Background: an optimization exercise with open tools, aiming at small area. Do not read the settings as production practice. RTL that was checked went through simulation tests only; none was proved equivalent to the original. No driver is modelled on the clock port, so clocking that relies on it looks cheaper here than on a real chip. Power figures rest on the tool's default switching activity, not on a simulated workload.

the reference run:
## processor
module processor( input         clk, reset,
                  output [31:0] PC,
                  input  [31:0] instruction,
                  output        WE,
                  output [31:0] address_to_mem,
                  output [31:0] data_to_mem,
                  input  [31:0] data_from_mem
                );
Settings: LEC_CHECK=0, CAP_MARGIN=10, CORE_MARGIN=2, CORE_UTILIZATION=50, CTS_BUF_LIST=sky130_fd_sc_hd__clkbuf_8, CTS_CLUSTER_DIAMETER=60, CTS_CLUSTER_SIZE=16, GPL_TIMING_DRIVEN=0, PLACE_DENSITY=0.62, SETUP_SLACK_MARGIN=0.1, SLEW_MARGIN=10, SYNTH_HIERARCHICAL=1; clock period 10.0 ns.
standard.sh (not shown) runs the stock make flow with config.mk's settings and CLKGATE_MAP_FILE= SYNTH_SCRIPT=/design/flow/synth_recipe.tcl, a recipe that flattens the netlist after the stock synthesis.
==> flow/flow/run.sh <==
#!/bin/bash
# Own layout flow: the standard synthesis unchanged, then the standard ORFS
# steps with these changes:
#  - before floorplanning, every combinational cell is swapped to the
#    smallest-area variant of its function (flow/downsize.tcl); the repair
#    steps size up only what timing or slew needs;
#  - ports get buf_1 buffers instead of the default delay buffers;
#  - repair steps may use only buf_1/buf_2 as buffers (flow/dontuse.tcl);
#  - placement is not timing-driven (its built-in repair buffers heavily);
#  - the clock tree uses clkbuf_8 and no dummy loads;
#  - after global routing, gates on paths with positive slack are sized down.
# Each tool's output is in synth.log / layout.log here and in orfs/logs/.
set -euo pipefail
here=$(pwd)
bash standard.sh synth > synth.log 2>&1
bash standard.sh \
  "PRE_FLOORPLAN_TCL=$here/flow/downsize.tcl" \
  "PRE_GLOBAL_PLACE_TCL=$here/flow/dontuse.tcl" \
  "PRE_RESIZE_TCL=$here/flow/dontuse.tcl" \
  "PRE_CTS_TCL=$here/flow/dontuse_cts.tcl" \
  "PRE_GLOBAL_ROUTE_TCL=$here/flow/dontuse.tcl" \
  "BUFFER_PORTS_ARGS=-buffer_cell sky130_fd_sc_hd__buf_1" \
  "CTS_ARGS=-sink_clustering_enable -repair_clock_nets -dont_use_dummy_load -buf_list sky130_fd_sc_hd__clkbuf_8 -sink_clustering_size 16 -sink_clustering_max_diameter 60" \
  "RECOVER_POWER=100" \
  finish > layout.log 2>&1
Other scripts of this flow, unchanged in this note and not shown: flow/flow/dontuse.tcl, flow/flow/dontuse_cts.tcl, flow/flow/downsize.tcl, flow/flow/downsize_map.tcl
The reference run finished every stage; the final checks, however, were not passed, the failures being max-capacitance violations, max-slew violations, negative setup slack.
> inputs changed (the reference run -> the trial run)
-- flow/flow/run.sh --
<<< the reference run, line 9
#  - placement is not timing-driven (its built-in repair buffers heavily);
#  - the clock tree uses clkbuf_8 and no dummy loads;
#  - after global routing, gates on paths with positive slack are sized down.
# Each tool's output is in synth.log / layout.log here and in orfs/logs/.
set -euo pipefail
>>> the trial run, line 9
#  - placement is not timing-driven (its built-in repair buffers heavily);
#  - the clock tree uses clkbuf_8 and no dummy loads;
# Each tool's output is in synth.log / layout.log here and in orfs/logs/.
set -euo pipefail
<<< the reference run, line 22
  "BUFFER_PORTS_ARGS=-buffer_cell sky130_fd_sc_hd__buf_1" \
  "CTS_ARGS=-sink_clustering_enable -repair_clock_nets -dont_use_dummy_load -buf_list sky130_fd_sc_hd__clkbuf_8 -sink_clustering_size 16 -sink_clustering_max_diameter 60" \
  "RECOVER_POWER=100" \
  finish > layout.log 2>&1
>>> the trial run, line 21
  "BUFFER_PORTS_ARGS=-buffer_cell sky130_fd_sc_hd__buf_1" \
  "CTS_ARGS=-sink_clustering_enable -repair_clock_nets -dont_use_dummy_load -buf_list sky130_fd_sc_hd__clkbuf_8 -sink_clustering_size 16 -sink_clustering_max_diameter 60" \
  finish > layout.log 2>&1
--- outcome ---
- [the trial run] flow finished | final checks: failed | reasons: negative setup slack
- The trial run against the reference run; combined area of the multi-input logic cells is up slightly.
- The reference run -> the trial run: number of nets in the layout delta 0, exact match
- The reference run vs the trial run, slowest cell on the critical path: sky130_fd_sc_hd__xnor2_1 vs sky130_fd_sc_hd__nor3_2
- Changes observed in the trial run relative to the reference run: number of cells on the worst reg-to-reg path dropped 21%, via count climbed 0.41%.
No run of this note included a check of the RTL's function; only the layout flow was run.


== lane 1 ==
Another version of the RTL of processor (not shown whole).
Size in the first run: roughly 4000 cells after synthesis, ~160 I/O pins.
clock: 10.0 ns
lec_check: 0
cap_margin: 20
core_margin: 2
core_utilization: 45
cts_buf_list: sky130_fd_sc_hd__clkbuf_8
cts_cluster_diameter: 70
cts_cluster_size: 14
gpl_timing_driven: 1
place_density: 0.55
setup_slack_margin: 0.1
slew_margin: 20
synth_hierarchical: 1
==> flow/flow/run.sh <==
#!/bin/bash
# Own layout flow: the standard synthesis unchanged, then the standard ORFS
# steps with these changes:
#  - before floorplanning, every combinational cell is swapped to the
#    smallest-area variant of its function (flow/downsize.tcl); the repair
#    steps size up only what timing or slew needs;
#  - ports get buf_1 buffers instead of the default delay buffers;
#  - repair steps may use only buf_1/buf_2 as buffers (flow/dontuse.tcl);
#  - timing-driven placement keeps none of its own repair changes (they buffer heavily);
#  - wire capacitance estimates are scaled up (flow/setRC_scaled.tcl) to match extraction;
#  - the clock tree uses clkbuf_8 and no dummy loads;
# Each tool's output is in synth.log / layout.log here and in orfs/logs/.
set -euo pipefail
here=$(pwd)
bash standard.sh synth > synth.log 2>&1
bash standard.sh \
  "PRE_FLOORPLAN_TCL=$here/flow/downsize.tcl" \
  "PRE_GLOBAL_PLACE_TCL=$here/flow/dontuse.tcl" \
  "PRE_RESIZE_TCL=$here/flow/dontuse.tcl" \
  "PRE_CTS_TCL=$here/flow/dontuse_cts.tcl" \
  "PRE_GLOBAL_ROUTE_TCL=$here/flow/dontuse.tcl" \
  "GPL_KEEP_OVERFLOW=0" \
  "LAYER_PARASITICS_FILE=$here/flow/setRC_scaled.tcl" \
  "BUFFER_PORTS_ARGS=-buffer_cell sky130_fd_sc_hd__buf_1" \
  "CTS_ARGS=-sink_clustering_enable -repair_clock_nets -dont_use_dummy_load -buf_list sky130_fd_sc_hd__clkbuf_8 -sink_clustering_size 14 -sink_clustering_max_diameter 70" \
  finish > layout.log 2>&1
==> flow/flow/dontuse.tcl <==
# Keep the repair steps to small buffers: with the large ones allowed they buffer
# the high-fanout register-file nets with buf_16/clkbuf_16 trees.
set_dont_use {
  sky130_fd_sc_hd__buf_4 sky130_fd_sc_hd__buf_6 sky130_fd_sc_hd__buf_8
  sky130_fd_sc_hd__buf_12 sky130_fd_sc_hd__buf_16
  sky130_fd_sc_hd__bufbuf_8 sky130_fd_sc_hd__bufbuf_16
  sky130_fd_sc_hd__bufinv_8 sky130_fd_sc_hd__bufinv_16
  sky130_fd_sc_hd__clkbuf_1 sky130_fd_sc_hd__clkbuf_2 sky130_fd_sc_hd__clkbuf_4
  sky130_fd_sc_hd__clkbuf_16
  sky130_fd_sc_hd__clkdlybuf4s15_1 sky130_fd_sc_hd__clkdlybuf4s15_2
  sky130_fd_sc_hd__clkdlybuf4s18_1 sky130_fd_sc_hd__clkdlybuf4s18_2
  sky130_fd_sc_hd__clkdlybuf4s25_1 sky130_fd_sc_hd__clkdlybuf4s25_2
  sky130_fd_sc_hd__clkdlybuf4s50_1 sky130_fd_sc_hd__clkdlybuf4s50_2
  sky130_fd_sc_hd__dlygate4sd1_1 sky130_fd_sc_hd__dlygate4sd2_1 sky130_fd_sc_hd__dlygate4sd3_1
  sky130_fd_sc_hd__dlymetal6s2s_1 sky130_fd_sc_hd__dlymetal6s4s_1 sky130_fd_sc_hd__dlymetal6s6s_1
}
if { ![info exists ::my_cts_step] } {
  set_dont_use {sky130_fd_sc_hd__clkbuf_8}
}
set_dont_use {sky130_fd_sc_hd__xor2_4 sky130_fd_sc_hd__xnor2_4}
==> flow/flow/setRC_scaled.tcl <==
# The platform's setRC.tcl with every wire capacitance scaled by 1.15, so that the
# repair steps see wire loads closer to what extraction finds after detailed routing.
# correlateRC.py gcd,ibex,aes,jpeg,chameleon,riscv32i,chameleon_hier
# cap units pf/um
set_layer_rc -layer li1 -capacitance 1.723850e-04 -resistance 7.176e-02
set_layer_rc -layer met1 -capacitance 1.982312e-04 -resistance 8.929e-04
set_layer_rc -layer met2 -capacitance 1.566680e-04 -resistance 8.929e-04
set_layer_rc -layer met3 -capacitance 2.472063e-04 -resistance 1.567e-04
set_layer_rc -layer met4 -capacitance 1.703472e-04 -resistance 1.567e-04
set_layer_rc -layer met5 -capacitance 1.772000e-04 -resistance 1.781e-05
# end correlate

set_layer_rc -via mcon -resistance 9.249146E-3
set_layer_rc -via via -resistance 4.5E-3
set_layer_rc -via via2 -resistance 3.368786E-3
set_layer_rc -via via3 -resistance 0.376635E-3
set_layer_rc -via via4 -resistance 0.00580E-3

set_wire_rc -signal -layer met1
set_wire_rc -clock -layer met3
Other scripts of this flow, unchanged in this note and not shown: flow/flow/dontuse_cts.tcl, flow/flow/downsize.tcl, flow/flow/downsize_map.tcl
> inputs changed (lane 1 -> lane 2)
- SETUP_SLACK_MARGIN: 0.1 -> 0.45
- CTS_CLUSTER_DIAMETER: 70 -> 50
- GPL_TIMING_DRIVEN: 1 -> 0
diff --git a/flow/flow/run.sh b/flow/flow/run.sh
--- a/flow/flow/run.sh
+++ b/flow/flow/run.sh
@@ -9,2 +9 @@
-#  - timing-driven placement keeps none of its own repair changes (they buffer heavily);
-#  - wire capacitance estimates are scaled up (flow/setRC_scaled.tcl) to match extraction;
+#  - placement is not timing-driven (its built-in repair buffers heavily);
@@ -22,2 +20,0 @@
-  "GPL_KEEP_OVERFLOW=0" \
-  "LAYER_PARASITICS_FILE=$here/flow/setRC_scaled.tcl" \
@@ -25 +22 @@
-  "CTS_ARGS=-sink_clustering_enable -repair_clock_nets -dont_use_dummy_load -buf_list sky130_fd_sc_hd__clkbuf_8 -sink_clustering_size 14 -sink_clustering_max_diameter 70" \
+  "CTS_ARGS=-sink_clustering_enable -repair_clock_nets -dont_use_dummy_load -buf_list sky130_fd_sc_hd__clkbuf_8 -sink_clustering_size 14 -sink_clustering_max_diameter 50" \
diff --git a/flow/flow/dontuse.tcl b/flow/flow/dontuse.tcl
--- a/flow/flow/dontuse.tcl
+++ b/flow/flow/dontuse.tcl
@@ -20 +19,0 @@
-set_dont_use {sky130_fd_sc_hd__xor2_4 sky130_fd_sc_hd__xnor2_4}
removed: flow/flow/setRC_scaled.tcl
### Flow results
- Per the comparison of lane 2 with lane 1, final area went up, post-route fraction of the period consumed by the critical path increased by 1.2 points relative to the old numbers, share of layout cells above drive strength 1 now larger, wire length reported by the detailed router has increased, depth of the critical timing path with buffers and inverters included +about 14%.
- Per the comparison of lane 2 with lane 1, total design power rose 3.7%; layout clock buffer count rose about 30%.
- Met3 capacity usage during global routing essentially unchanged between lane 1 and lane 2.
- Compared with lane 1, lane 2 shows post-route non-filler standard cell count higher by 183.
- When the final numbers for lane 1 and lane 2 were put side by side, the total CTS buffers turned out to be smaller in lane 1.

## what the ideal ports hide
No port has a modelled driver above. Below, the same layouts with a new extraction and two added sets of constraints. Step 1 assumes that a clkbuf_16 drives the clock port and a buf_2 every other input. Step 2 moves the port delays by t, midway between the first and last clock arrival at a register: inputs arrive t later, outputs are due t later. That takes back most of the time a late clock gives input paths. Slacks: no drivers / after step 1 / after step 2; pairs: no drivers / after step 1.
| run | t, ns | setup slack, ns | worst setup path at the end | slew at the worst register clock pin (ns) |
|---|---|---|---|---|
| the reference run | 0.796 | -0.150 / -0.191 / -0.898 | input to register | 0.12 / 0.12 |
| the trial run | 0.794 | -0.131 / -0.163 / -0.517 | input to register | 0.12 / 0.12 |
| lane 1 | 0.845 | 0.240 / 0.135 / 0.057 | input to register | 0.11 / 0.11 |
| lane 2 | 0.858 | 0.122 / 0.095 / -0.227 | input to register | 0.09 / 0.09 |
With both steps, setup timing fails in lane 2, where it was met with ideal ports. The setup slack of the reference run, which loses most, moves by -0.041 ns with the drivers and by -0.748 ns with both steps.
